What follows belongs to an exercise in optimizing a design on an open flow for small area; a production flow would make more cautious choices.
RTL that was checked went through simulation tests only; none was proved equivalent to the original.

==> inputs of v7 <==
Design Snake, start of the top module:
module Snake (CLK_100MHz,Tick,Reset,Go,dir,gameOver,randX,randY,VBlank,HBlank,
              CurrentX,CurrentY,RED,GREEN,BLUE);
clock: 10.0 ns
lec_check: 0
cap_margin: 20
core_margin: 2
core_utilization: 40
cts_buf_list: sky130_fd_sc_hd__clkbuf_4 sky130_fd_sc_hd__clkbuf_8
cts_cluster_diameter: 60
cts_cluster_size: 30
gpl_timing_driven: 0
place_density: 0.72
setup_slack_margin: 0.15
slew_margin: 20
standard.sh (not shown) runs the stock make flow with config.mk's settings and CLKGATE_MAP_FILE= SYNTH_SCRIPT=/design/flow/synth_recipe.tcl, a recipe that flattens the netlist after the stock synthesis.
==> flow/flow/run.sh <==
#!/bin/bash
# Own flow: the standard layout, with a synthesis that skips Yosys's full/half
# adder extraction (extract_fa) and maps with ABC's default area-recovering
# script.  Registers, their names and cell types are those of the standard
# synthesis (same RTL passes, same flop mapping); only the combinational
# mapping differs.
set -euo pipefail
W=$PWD
sed "s#SYNTH_SCRIPT=[^ ]*#SYNTH_SCRIPT=$W/flow/synth.tcl#" standard.sh > own_synth.sh
bash own_synth.sh synth > synth_make.log 2>&1
bash standard.sh > layout_make.log 2>&1
==> flow/flow/synth.tcl <==
# The standard synthesis script (synth_recipe.tcl) with two changes made by
# overriding commands: extract_fa does nothing, and abc maps with Yosys's
# default ABC script (no ORFS speed script, no delay target).
proc synth {args} { yosys synth -nofsm -noshare {*}$args }
proc extract_fa {args} { puts "own flow: extract_fa skipped" }
proc abc {args} {
  foreach k {-script -D} {
    set i [lsearch -exact $args $k]
    if {$i >= 0} { set args [lreplace $args $i [expr {$i + 1}]] }
  }
  puts "own flow: abc $args"
  yosys abc {*}$args
}
source $::env(SCRIPTS_DIR)/synth.tcl
# left out here: clear keep_hierarchy, flatten, clean up, hide names made inside functions, write 1_2_yosys.v
==> v24 (differences from v7) <==
--- a/flow/design.v
+++ b/flow/design.v
@@ -18,13 +18,12 @@
     reg  [10:0]  appleX, appleY;
     reg          pause, zflag;
     reg  [1:0]   ldir;
     wire [10:0] cx = CurrentX, cy = CurrentY;
     wire border = (cx <= 20) || (cx >= 780) || (cy <= 20) || (cy >= 580);
-    wire [11:0] adx = {1'b0, cx} + {1'b1, ~appleX};
-    wire [11:0] ady = {1'b0, cy} + {1'b1, ~appleY};
-    wire apple  = (adx < 12'd19) && (ady < 12'd19);
+    wire apple  = (cx > appleX) && ({1'b0,cx} < {1'b0,appleX} + 12'd20) &&
+                  (cy > appleY) && ({1'b0,cy} < {1'b0,appleY} + 12'd20);
     wire box00  = (cx != 0) && (cx < 20) && (cy != 0) && (cy < 20);
     wire [8:0] cqx = cx[10:2], cqy = cy[10:2];
     wire lox = (cx[1:0] == 2'b00), loy = (cy[1:0] == 2'b00);
     wire [4:0] rokx, roky;
     genvar r;
@@ -38,14 +37,11 @@
     Snake_csa5 mx(.c(cqx), .s(zsx), .k(zcx_));
     Snake_csa5 my(.c(cqy), .s(zsy), .k(zcy_));
     wire [2:0] okx, oky;
     wire [6:0] ex [0:2];
     wire [6:0] ey [0:2];
-    genvar m, i, q;
-    localparam LW = 2;           
-    localparam LL = 1 << LW;
-    localparam NL = 16 / LL;
+    genvar m, i;
     generate
         for (m = 0; m < 3; m = m + 1) begin : big
             wire [8:0] axm, aym;
             if (m == 0) begin : h
                 assign axm = hx;
@@ -81,51 +77,39 @@
             wire rin = (sA[8:5] == 4'd0) && (sB[8:5] == 4'd0);
             wire ok = okx[BIG] && oky[BIG] && rin;
             wire pi = sA[0];
             wire [3:0] ta = sA[4:1];
             wire [3:0] tb = sB[4:1];
+            wire [3:0] ca [0:15];
+            wire [3:0] cb [0:15];
+            assign ca[0] = 4'd8;
+            assign cb[0] = 4'd7;
             wire [15:0] mt;             
-            wire [4:0] la [0:NL];       
-            wire [4:0] lb [0:NL];       
-            assign la[0] = 5'd0;
-            assign lb[0] = 5'd0;
-            for (q = 0; q < NL; q = q + 1) begin : lf
-                localparam S = LL*q;
-                wire [LW-1:0] ga [0:LL-1];
-                wire [LW-1:0] gb [0:LL-1];
-                assign ga[0] = LL/2;
-                assign gb[0] = LL/2 - 1;
-                for (i = 1; i < LL; i = i + 1) begin : e
-                    assign ga[i] = ga[i-1] - {{(LW-1){1'b0}}, sa[16*m+S+i]} + ((i % 2 == 0) ? 1 : 0);
-                    assign gb[i] = gb[i-1] + {{(LW-1){1'b0}}, sb[16*m+S+i]} - ((i % 2 == 0) ? 1 : 0);
+            assign mt[0] = (ta == 4'd8) && (tb == 4'd7) && ((m == 0) ? 1'b1 : (16*m <= lim));
+            for (i = 1; i <= 15; i = i + 1) begin : ent
+                if (16*m + i <= 127) begin : e
+                    assign ca[i] = ca[i-1] - {3'd0, sa[16*m+i]} + ((i % 2 == 0) ? 4'd1 : 4'd0);
+                    assign cb[i] = cb[i-1] + {3'd0, sb[16*m+i]} - ((i % 2 == 0) ? 4'd1 : 4'd0);
+                    assign mt[i] = (ca[i] == ta) && (cb[i] == tb) && (16*m + i <= lim);
+                end else begin : z
+                    assign ca[i] = 4'd0;
+                    assign cb[i] = 4'd0;
                 end
-                wire [4:0] tA = {1'b0, ta} + la[q] + (LL/2 - 8);
-                wire [4:0] tB = {1'b0, tb} - lb[q] + (LL/2 - 8);
-                wire lok = (tA < LL) && (tB < LL);
-                for (i = 0; i < LL; i = i + 1) begin : c
-                    if (m == 0 && S + i == 0) begin : hd
-                        assign mt[0] = 1'b0;
-                    end else begin : b
-                        assign mt[S+i] = lok && (ga[i] == tA[LW-1:0]) && (gb[i] == tB[LW-1:0]) &&
-                                         (16*m + S + i <= lim);
-                    end
-                end
-                if (16*m + S + LL <= 127) begin : nx
-                    assign la[q+1] = la[q] + (LL/2 - 1) - ga[LL-1] + sa[16*m+S+LL];
-                    assign lb[q+1] = lb[q] + gb[LL-1] - (LL/2 - 1) - 1 + sb[16*m+S+LL];
-                end else begin : nn
-                    assign la[q+1] = 5'd0;
-                    assign lb[q+1] = 5'd0;
-                end
-            end
-            assign ea[m] = la[NL];
-            assign eb[m] = lb[NL];
-            wire even_any = |{mt[14], mt[12], mt[10], mt[8], mt[6], mt[4], mt[2], mt[0]};
+            end
+            if (16*m + 16 <= 127) begin : nx
+                assign ea[m] = 5'd7 - {1'b0, ca[15]} + {4'd0, sa[16*m+16]};
+                assign eb[m] = {1'b0, cb[15]} - 5'd8 + {4'd0, sb[16*m+16]};
+            end else begin : nn
+                assign ea[m] = 5'd0;
+                assign eb[m] = 5'd0;
+            end
+            wire even_any = (m == 0) ? (|{mt[14], mt[12], mt[10], mt[8], mt[6], mt[4], mt[2]})
+                                     : (|{mt[14], mt[12], mt[10], mt[8], mt[6], mt[4], mt[2], mt[0]});
             wire odd_any  = |{mt[15], mt[13], mt[11], mt[9], mt[7], mt[5], mt[3], mt[1]};
             assign sub_any[m] = ok && (pi ? odd_any : even_any);
             if (m == 0) begin : hd
-                assign head = ok && !pi && (ta == 4'd8) && (tb == 4'd7);
+                assign head = ok && !pi && mt[0];
             end
         end
     endgenerate
     wire snake = (|sub_any) | ((size > nvalid) && box00);
     wire restart = Reset || gameOver;
Settings changed: PLACE_DENSITY 0.72 to default.
==> v15 (differences from v7) <==
--- a/flow/design.v
+++ b/flow/design.v
@@ -39,11 +39,11 @@
     Snake_csa5 my(.c(cqy), .s(zsy), .k(zcy_));
     wire [2:0] okx, oky;
     wire [6:0] ex [0:2];
     wire [6:0] ey [0:2];
     genvar m, i, q;
-    localparam LW = 2;           
+    localparam LW = 3;           
     localparam LL = 1 << LW;
     localparam NL = 16 / LL;
     generate
         for (m = 0; m < 3; m = m + 1) begin : big
             wire [8:0] axm, aym;
Settings changed: CORE_UTILIZATION 40 to 32, GPL_ROUTABILITY_DRIVEN from default to 0.
==> v23 (differences from v7) <==
--- a/flow/design.v
+++ b/flow/design.v
@@ -18,13 +18,12 @@
     reg  [10:0]  appleX, appleY;
     reg          pause, zflag;
     reg  [1:0]   ldir;
     wire [10:0] cx = CurrentX, cy = CurrentY;
     wire border = (cx <= 20) || (cx >= 780) || (cy <= 20) || (cy >= 580);
-    wire [11:0] adx = {1'b0, cx} + {1'b1, ~appleX};
-    wire [11:0] ady = {1'b0, cy} + {1'b1, ~appleY};
-    wire apple  = (adx < 12'd19) && (ady < 12'd19);
+    wire apple  = (cx > appleX) && ({1'b0,cx} < {1'b0,appleX} + 12'd20) &&
+                  (cy > appleY) && ({1'b0,cy} < {1'b0,appleY} + 12'd20);
     wire box00  = (cx != 0) && (cx < 20) && (cy != 0) && (cy < 20);
     wire [8:0] cqx = cx[10:2], cqy = cy[10:2];
     wire lox = (cx[1:0] == 2'b00), loy = (cy[1:0] == 2'b00);
     wire [4:0] rokx, roky;
     genvar r;
@@ -38,14 +37,11 @@
     Snake_csa5 mx(.c(cqx), .s(zsx), .k(zcx_));
     Snake_csa5 my(.c(cqy), .s(zsy), .k(zcy_));
     wire [2:0] okx, oky;
     wire [6:0] ex [0:2];
     wire [6:0] ey [0:2];
-    genvar m, i, q;
-    localparam LW = 2;           
-    localparam LL = 1 << LW;
-    localparam NL = 16 / LL;
+    genvar m, i;
     generate
         for (m = 0; m < 3; m = m + 1) begin : big
             wire [8:0] axm, aym;
             if (m == 0) begin : h
                 assign axm = hx;
@@ -81,51 +77,39 @@
             wire rin = (sA[8:5] == 4'd0) && (sB[8:5] == 4'd0);
             wire ok = okx[BIG] && oky[BIG] && rin;
             wire pi = sA[0];
             wire [3:0] ta = sA[4:1];
             wire [3:0] tb = sB[4:1];
+            wire [3:0] ca [0:15];
+            wire [3:0] cb [0:15];
+            assign ca[0] = 4'd8;
+            assign cb[0] = 4'd7;
             wire [15:0] mt;             
-            wire [4:0] la [0:NL];       
-            wire [4:0] lb [0:NL];       
-            assign la[0] = 5'd0;
-            assign lb[0] = 5'd0;
-            for (q = 0; q < NL; q = q + 1) begin : lf
-                localparam S = LL*q;
-                wire [LW-1:0] ga [0:LL-1];
-                wire [LW-1:0] gb [0:LL-1];
-                assign ga[0] = LL/2;
-                assign gb[0] = LL/2 - 1;
-                for (i = 1; i < LL; i = i + 1) begin : e
-                    assign ga[i] = ga[i-1] - {{(LW-1){1'b0}}, sa[16*m+S+i]} + ((i % 2 == 0) ? 1 : 0);
-                    assign gb[i] = gb[i-1] + {{(LW-1){1'b0}}, sb[16*m+S+i]} - ((i % 2 == 0) ? 1 : 0);
+            assign mt[0] = (ta == 4'd8) && (tb == 4'd7) && ((m == 0) ? 1'b1 : (16*m <= lim));
+            for (i = 1; i <= 15; i = i + 1) begin : ent
+                if (16*m + i <= 127) begin : e
+                    assign ca[i] = ca[i-1] - {3'd0, sa[16*m+i]} + ((i % 2 == 0) ? 4'd1 : 4'd0);
+                    assign cb[i] = cb[i-1] + {3'd0, sb[16*m+i]} - ((i % 2 == 0) ? 4'd1 : 4'd0);
+                    assign mt[i] = (ca[i] == ta) && (cb[i] == tb) && (16*m + i <= lim);
+                end else begin : z
+                    assign ca[i] = 4'd0;
+                    assign cb[i] = 4'd0;
                 end
-                wire [4:0] tA = {1'b0, ta} + la[q] + (LL/2 - 8);
-                wire [4:0] tB = {1'b0, tb} - lb[q] + (LL/2 - 8);
-                wire lok = (tA < LL) && (tB < LL);
-                for (i = 0; i < LL; i = i + 1) begin : c
-                    if (m == 0 && S + i == 0) begin : hd
-                        assign mt[0] = 1'b0;
-                    end else begin : b
-                        assign mt[S+i] = lok && (ga[i] == tA[LW-1:0]) && (gb[i] == tB[LW-1:0]) &&
-                                         (16*m + S + i <= lim);
-                    end
-                end
-                if (16*m + S + LL <= 127) begin : nx
-                    assign la[q+1] = la[q] + (LL/2 - 1) - ga[LL-1] + sa[16*m+S+LL];
-                    assign lb[q+1] = lb[q] + gb[LL-1] - (LL/2 - 1) - 1 + sb[16*m+S+LL];
-                end else begin : nn
-                    assign la[q+1] = 5'd0;
-                    assign lb[q+1] = 5'd0;
-                end
-            end
-            assign ea[m] = la[NL];
-            assign eb[m] = lb[NL];
-            wire even_any = |{mt[14], mt[12], mt[10], mt[8], mt[6], mt[4], mt[2], mt[0]};
+            end
+            if (16*m + 16 <= 127) begin : nx
+                assign ea[m] = 5'd7 - {1'b0, ca[15]} + {4'd0, sa[16*m+16]};
+                assign eb[m] = {1'b0, cb[15]} - 5'd8 + {4'd0, sb[16*m+16]};
+            end else begin : nn
+                assign ea[m] = 5'd0;
+                assign eb[m] = 5'd0;
+            end
+            wire even_any = (m == 0) ? (|{mt[14], mt[12], mt[10], mt[8], mt[6], mt[4], mt[2]})
+                                     : (|{mt[14], mt[12], mt[10], mt[8], mt[6], mt[4], mt[2], mt[0]});
             wire odd_any  = |{mt[15], mt[13], mt[11], mt[9], mt[7], mt[5], mt[3], mt[1]};
             assign sub_any[m] = ok && (pi ? odd_any : even_any);
             if (m == 0) begin : hd
-                assign head = ok && !pi && (ta == 4'd8) && (tb == 4'd7);
+                assign head = ok && !pi && mt[0];
             end
         end
     endgenerate
     wire snake = (|sub_any) | ((size > nvalid) && box00);
     wire restart = Reset || gameOver;
@@ -206,17 +190,14 @@
     input  [8:0] zs, zk, za;
     input  [4:0] rok;
     output ok;
     output [6:0] e;
     wire [8:0] d = zs + zk - za;
-    wire ge56 = (d >= 9'd56), ge158 = (d >= 9'd158), ge261 = (d >= 9'd261),
-         ge363 = (d >= 9'd363), ge465 = (d >= 9'd465);
-    wire s3 = rok[3] &&  ge56  && !ge158;
-    wire s1 = rok[1] &&  ge158 && !ge261;
-    wire s4 = rok[4] &&  ge261 && !ge363;
-    wire s2 = rok[2] &&  ge363 && !ge465;
-    wire s0 = rok[0] && (ge465 || !ge56);
+    wire s0 = rok[0] && ((d + 9'd47) < 9'd96);
+    wire s1 = rok[1] && ((d + 9'd354) < 9'd96);
+    wire s2 = rok[2] && ((d + 9'd149) < 9'd96);
+    wire s3 = rok[3] && ((d + 9'd456) < 9'd96);
+    wire s4 = rok[4] && ((d + 9'd251) < 9'd96);
     assign ok = s0 | s1 | s2 | s3 | s4;
-    wire [6:0] k = ({7{s0}} & 7'd47) | ({7{s1}} & 7'd98) | ({7{s2}} & 7'd21) |
-                   ({7{s3}} & 7'd72) | ({7{s4}} & 7'd123);
+    wire [6:0] k = ({7{s0}} & 7'd47) | ({7{s1}} & 7'd98) | ({7{s2}} & 7'd21) | ({7{s3}} & 7'd72) | ({7{s4}} & 7'd123);
     assign e = d[6:0] + k;
 endmodule
Settings changed: CTS_CLUSTER_DIAMETER 60 to default, CTS_CLUSTER_SIZE 30 to 20, PLACE_DENSITY 0.72 to default.
==> comparison <==
v24 passed the timing, DRC and antenna checks. v7 went through all stages and came out clean. v23 ran to the end with no violations. v15 completed without violations.
First-iteration DRC count: v24 < v7 < v15 < v23.
The highest sequential share of layout area belongs to v15, the lowest to v23.
The highest clock-buffer cell count belongs to v23, the lowest to v7.
Hold slack: v15 > v24 > v23 > v7.
The lowest die area belongs to v7, the highest to v15.
Fmax: v7 is lower than v23 (0.20%).
The lowest wire length belongs to v15, the highest to v24.
The highest register-to-register slack belongs to v15, the lowest to v23.
Only the layout flow was run in v7 and v23; the RTL was not checked for function there.

-- static timing again, ports no longer ideal --
The results above use ideal ports. As a check the final layouts listed here were re-extracted and re-timed, cells and wires unchanged.
Step 1, drivers: a clkbuf_16 drives CLK_100MHz and a buf_2 each remaining input, both assumed.
Step 2, shift: input delay + t, output delay - t, t = (earliest + latest rising clock arrival at the registers) / 2. This alone moves slack from input paths to output paths.
Three values: ideal, step 1, step 2; two values: the first two.
| run | t (ns) | setup WS [ns] | slew at the worst register clock pin (ns) | worst data-port slew with drivers (ns) | cell pins on the clock port's net |
|---|---|---|---|---|---|
| v7 | 0.761 | 0.188 / 0.230 / -0.531 | 0.12 / 0.12 | 0.05 | 1 |
| v24 | 0.829 | 0.268 / 0.307 / -0.521 | 0.11 / 0.11 | 0.06 | 1 |
| v15 | 0.779 | 0.218 / 0.186 / -0.593 | 0.11 / 0.11 | 0.14 | 1 |
| v23 | 0.784 | 0.208 / 0.243 / -0.541 | 0.07 / 0.07 | 0.07 | 1 |
With both steps, setup timing fails in every run listed, where it was met with ideal ports. For v15, which loses most, drivers alone change the setup slack by -0.032 ns; drivers and shift together by -0.811 ns.
